This is an optimization exercise on Yosys and OpenROAD, whose aim is small area and a short achievable clock period, not a production implementation.
Only simulation tests tie the RTL to the original design; equivalence was not proved.

Design adaptive_filter, start of the top module:
module adaptive_filter(
    input wire clk,
    input wire rst_n,
    input wire [31:0] input_signal,
    input wire [31:0] desired_signal,
    output wire [31:0] filtered_signal
);
reg [15:0] d0, d1, d2, d3, d4, d5, d6;
reg [17:0] t6;       
reg [14:0] q7, t7;   
reg [14:0] e;        
reg [14:0] cnh;      
reg [30:0] ps, pb;   
reg [30:0] fh;       
reg [3:0]  cnt;      
reg        st;       
assign filtered_signal = {fh, 1'b0};
wire ev = cnt[3] | (cnt[2:0] == 3'd7);
wire es1_0 = e[0] & ~e[1];
wire es2_0 = ~e[0] & e[1];
wire es3_0 = e[0] & e[1];
wire es1_1 = e[2] & ~e[3];
wire es2_1 = ~e[2] & e[3];
wire es3_1 = e[2] & e[3];
wire es1_2 = e[4] & ~e[5];
wire es2_2 = ~e[4] & e[5];
wire es3_2 = e[4] & e[5];
wire es1_3 = e[6] & ~e[7];
wire es2_3 = ~e[6] & e[7];
wire es3_3 = e[6] & e[7];
wire es1_4 = e[8] & ~e[9];
wire es2_4 = ~e[8] & e[9];
wire es3_4 = e[8] & e[9];
wire es1_5 = e[10] & ~e[11];
wire es2_5 = ~e[10] & e[11];
wire es3_5 = e[10] & e[11];
wire es1_6 = e[12] & ~e[13];
wire es2_6 = ~e[12] & e[13];
wire es3_6 = e[12] & e[13];
wire tu_1 = cnh[10] ^ ((es1_0 & q7[10]) | (es2_0 & q7[9]) | (es3_0 & t7[10]));
wire tu_2 = cnh[10] & ((es1_0 & q7[10]) | (es2_0 & q7[9]) | (es3_0 & t7[10]));
wire tu_3 = cnh[11] ^ ((es1_0 & q7[11]) | (es2_0 & q7[10]) | (es3_0 & t7[11])) ^ ((es1_1 & q7[9]) | (es2_1 & q7[8]) | (es3_1 & t7[9]));
wire tu_4 = (cnh[11] & ((es1_0 & q7[11]) | (es2_0 & q7[10]) | (es3_0 & t7[11]))) | (((es1_1 & q7[9]) | (es2_1 & q7[8]) | (es3_1 & t7[9])) & (cnh[11] ^ ((es1_0 & q7[11]) | (es2_0 & q7[10]) | (es3_0 & t7[11]))));
wire tu_5 = cnh[12] ^ ((es1_0 & q7[12]) | (es2_0 & q7[11]) | (es3_0 & t7[12])) ^ ((es1_1 & q7[10]) | (es2_1 & q7[9]) | (es3_1 & t7[10]));
wire tu_6 = (cnh[12] & ((es1_0 & q7[12]) | (es2_0 & q7[11]) | (es3_0 & t7[12]))) | (((es1_1 & q7[10]) | (es2_1 & q7[9]) | (es3_1 & t7[10])) & (cnh[12] ^ ((es1_0 & q7[12]) | (es2_0 & q7[11]) | (es3_0 & t7[12]))));
wire tu_7 = ((es1_2 & q7[8]) | (es2_2 & q7[7]) | (es3_2 & t7[8])) ^ ((es1_3 & q7[6]) | (es2_3 & q7[5]) | (es3_3 & t7[6]));
  ...
Size in the first run: ~1800 cells after synthesis, about 280 flip-flops, about 18000 sq um of cells after synthesis.
Settings: LEC_CHECK=0, CAP_MARGIN=20, CORE_MARGIN=2, CORE_UTILIZATION=65, SETUP_SLACK_MARGIN=3.5, SLEW_MARGIN=20; clock period 7.5 ns.
run.sh (not shown) runs the stock make flow with config.mk's settings and CLKGATE_MAP_FILE= SYNTH_SCRIPT=/design/flow/synth_recipe.tcl, a recipe that flattens the netlist after the stock synthesis.
The first run passed the timing, DRC and antenna checks.
==> next run, changes <==
==> flow/flow/run.sh (new file) <==
#!/bin/bash
# Own layout flow: the standard flow (standard.sh) with three changes:
# 1. The synthesis skips the generic 'abc -fast' pass that Yosys's synth runs
#    before ORFS extracts full/half adders, so the adder trees written in the
#    RTL reach extract_fa as written; ABC still maps all remaining logic at
#    the end, as in the standard flow. Registers and their names are the
#    standard synthesis's.
# 2. Each input and output port gets a plain sky130_fd_sc_hd__buf_2 as its
#    port buffer (the standard flow picks clkdlybuf4s50_1, a slower and
#    larger delay cell). Every port is still buffered.
# 3. Clock tree synthesis runs with ORFS's usual arguments plus
#    -dont_use_dummy_load (no extra load cells hung on the clock tree).
set -euo pipefail
cd "$(dirname "$0")/.."
sed '1s/.*/proc synth {args} { if {[lsearch -exact $args fine:] >= 0} { yosys synth -nofsm -noshare -noabc {*}$args } else { yosys synth -nofsm -noshare {*}$args } }/' \
  synth_recipe.tcl > own_synth.tcl
sed -e 's#synth_recipe\.tcl#own_synth.tcl#g' \
    -e 's#^make \(.*\) "\${@:-finish}"$#make \1 "BUFFER_PORTS_ARGS=-buffer_cell sky130_fd_sc_hd__buf_2" "CTS_ARGS=-sink_clustering_enable -repair_clock_nets -dont_use_dummy_load" "${@:-finish}"#' \
  standard.sh > own_standard.sh
bash own_standard.sh finish > own_flow.log 2>&1
==> flow/standard.sh (new file) <==
#!/bin/bash
# synth_recipe.tcl (not shown) runs the flow's synth.tcl, then flattens the netlist and writes it again
# the make line also repeats each setting of config.mk as NAME=value (left out here)
make -C /OpenROAD-flow-scripts/flow DESIGN_CONFIG=/design/flow/config.mk WORK_HOME=/design/flow/orfs CLKGATE_MAP_FILE= SYNTH_SCRIPT=/design/flow/synth_recipe.tcl "${@:-finish}"
Settings changed: CORE_UTILIZATION 65 to 55.
removed: flow/run.sh
After rerunning:
- worst setup slack gets better by 82 ps
- die area came out higher by 15%
- sequential share of layout area came out higher by 1.9 points
- final area came out lower by 6.2%
- core utilization came out lower by 13 points
- worst hold slack gets worse by 8.1 ps
==> next run, changes <==
==> flow/run.sh (new file) <==
#!/bin/bash
# synth_recipe.tcl (not shown) runs the flow's synth.tcl, then flattens the netlist and writes it again
# the make line also repeats each setting of config.mk as NAME=value (left out here)
make -C /OpenROAD-flow-scripts/flow DESIGN_CONFIG=/design/flow/config.mk WORK_HOME=/design/flow/orfs CLKGATE_MAP_FILE= SYNTH_SCRIPT=/design/flow/synth_recipe.tcl finish
Settings changed: CORE_UTILIZATION 55 to 40, SETUP_SLACK_MARGIN 3.5 to 3.
removed: flow/flow/run.sh
removed: flow/standard.sh
=>
- The changed run passed the timing, DRC and antenna checks
- setup slack degrades by 340 ps
- final area rose by about 6%
==> next run, changes <==
==> flow/flow/run.sh (new file) <==
#!/bin/bash
# Own layout flow: the standard flow (standard.sh) with two changes:
# 1. The synthesis skips the generic 'abc -fast' pass that Yosys's synth runs
#    before ORFS extracts full/half adders, so the adder trees written in the
#    RTL reach extract_fa as written; ABC still maps all remaining logic at
#    the end, as in the standard flow. Registers and their names are the
#    standard synthesis's.
# 2. Each input and output port gets a plain sky130_fd_sc_hd__buf_2 as its
#    port buffer (the standard flow picks clkdlybuf4s50_1, a slower and
#    larger delay cell). Every port is still buffered.
set -euo pipefail
cd "$(dirname "$0")/.."
sed '1s/.*/proc synth {args} { if {[lsearch -exact $args fine:] >= 0} { yosys synth -nofsm -noshare -noabc {*}$args } else { yosys synth -nofsm -noshare {*}$args } }/' \
  synth_recipe.tcl > own_synth.tcl
sed -e 's#synth_recipe\.tcl#own_synth.tcl#g' \
    -e 's#^make \(.*\) "\${@:-finish}"$#make \1 "BUFFER_PORTS_ARGS=-buffer_cell sky130_fd_sc_hd__buf_2" "${@:-finish}"#' \
  standard.sh > own_standard.sh
bash own_standard.sh finish > own_flow.log 2>&1
==> flow/standard.sh (new file) <==
#!/bin/bash
# synth_recipe.tcl (not shown) runs the flow's synth.tcl, then flattens the netlist and writes it again
# the make line also repeats each setting of config.mk as NAME=value (left out here)
make -C /OpenROAD-flow-scripts/flow DESIGN_CONFIG=/design/flow/config.mk WORK_HOME=/design/flow/orfs CLKGATE_MAP_FILE= SYNTH_SCRIPT=/design/flow/synth_recipe.tcl "${@:-finish}"
Settings changed: CORE_UTILIZATION 40 to 55, SETUP_SLACK_MARGIN 3 to 3.5.
removed: flow/run.sh
Outcome: Clock-buffer cell count is unchanged. Clock skew went down by 3.3 ps. Via count goes down by 5.5%. Routed wire length falls by about 2.3%. Sequential share of layout area came out higher by 1.4 points.
==> next run, changes <==
==> flow/run.sh (new file) <==
#!/bin/bash
# synth_recipe.tcl (not shown) runs the flow's synth.tcl, then flattens the netlist and writes it again
# the make line also repeats each setting of config.mk as NAME=value (left out here)
make -C /OpenROAD-flow-scripts/flow DESIGN_CONFIG=/design/flow/config.mk WORK_HOME=/design/flow/orfs CLKGATE_MAP_FILE= SYNTH_SCRIPT=/design/flow/synth_recipe.tcl finish
Settings changed: CORE_UTILIZATION 55 to 40, SETUP_SLACK_MARGIN 3.5 to 4.
removed: flow/flow/run.sh
removed: flow/standard.sh
Effect: Setup slack improves by 100 ps; worst hold slack barely changes; flip-flop and latch count does not change; design area went up by 9.9%; maximum frequency rises by 2.6%; die area went up by 40%; routed wire length rose by 6.9%.
==> next run, changes <==
==> flow/flow/run.sh (new file) <==
#!/bin/bash
# Own layout flow: the standard flow (standard.sh, standard synthesis)
# with two changes:
# 1. Each input and output port gets a plain sky130_fd_sc_hd__buf_2 as its
#    port buffer (the standard flow picks clkdlybuf4s50_1, a slower and
#    larger delay cell). Every port is still buffered.
# 2. Clock tree synthesis runs with ORFS's usual arguments plus
#    -dont_use_dummy_load (no extra load cells hung on the clock tree).
set -euo pipefail
cd "$(dirname "$0")/.."
sed -e 's#^make \(.*\) "\${@:-finish}"$#make \1 "BUFFER_PORTS_ARGS=-buffer_cell sky130_fd_sc_hd__buf_2" "CTS_ARGS=-sink_clustering_enable -repair_clock_nets -dont_use_dummy_load" "${@:-finish}"#' \
  standard.sh > own_standard.sh
bash own_standard.sh finish > own_flow.log 2>&1
==> flow/standard.sh (new file) <==
#!/bin/bash
# synth_recipe.tcl (not shown) runs the flow's synth.tcl, then flattens the netlist and writes it again
# the make line also repeats each setting of config.mk as NAME=value (left out here)
make -C /OpenROAD-flow-scripts/flow DESIGN_CONFIG=/design/flow/config.mk WORK_HOME=/design/flow/orfs CLKGATE_MAP_FILE= SYNTH_SCRIPT=/design/flow/synth_recipe.tcl "${@:-finish}"
Settings changed: CORE_UTILIZATION 40 to 55, SETUP_SLACK_MARGIN 4 to 3.5.
removed: flow/run.sh
Result: Worst setup slack is worse by 69 ps. Clock-buffer cell count shrinks by 5. Wire length shrinks by 3.2%. Via count shrinks by 1.8%. Cell count shrinks by 8.3%. Fmax shrinks by 1.8%. Area after synthesis stays the same. Die area shrinks by 27%.

-- re-timing with driven ports --
The flow's constraints put no driver on any port. The routed layouts listed below were extracted and timed again, unchanged, in two steps. Step 1: set_driving_cell puts a clkbuf_16 on clk and a buf_2 on each other input, an assumption about the parent block. Step 2 times the ports against the registers' clock, not the clock port: input delays grow and output delays shrink by t, the midpoint of the rising clock arrivals with the driver on. Three values: ideal, step 1, step 2; two values: the first two.
run	shift t [ns]	setup slack, ns	worst hold slack (ns)	clock arrival spread, ns	pins driven straight from the clock port
the first run	0.618	3.481 / 3.481 / 3.261	0.326 / 0.326 / 0.326	0.019 / 0.020	1
the second run	0.593	3.563 / 3.563 / 3.563	0.318 / 0.318 / 0.318	0.054 / 0.054	1
the third run	0.634	3.228 / 3.228 / 3.228	0.322 / 0.322 / 0.322	0.014 / 0.014	1
the fourth run	0.620	3.566 / 3.566 / 3.566	0.320 / 0.320 / 0.320	0.012 / 0.012	1
the fifth run	0.635	3.668 / 3.668 / 3.409	0.321 / 0.321 / 0.321	0.010 / 0.009	1
the sixth run	0.591	3.598 / 3.598 / 3.598	0.325 / 0.325 / 0.325	0.015 / 0.015	1
After both steps every run listed still meets setup and hold. For the fifth run, which loses most, drivers alone change the setup slack by 0.000 ns; drivers and shift together by -0.259 ns.
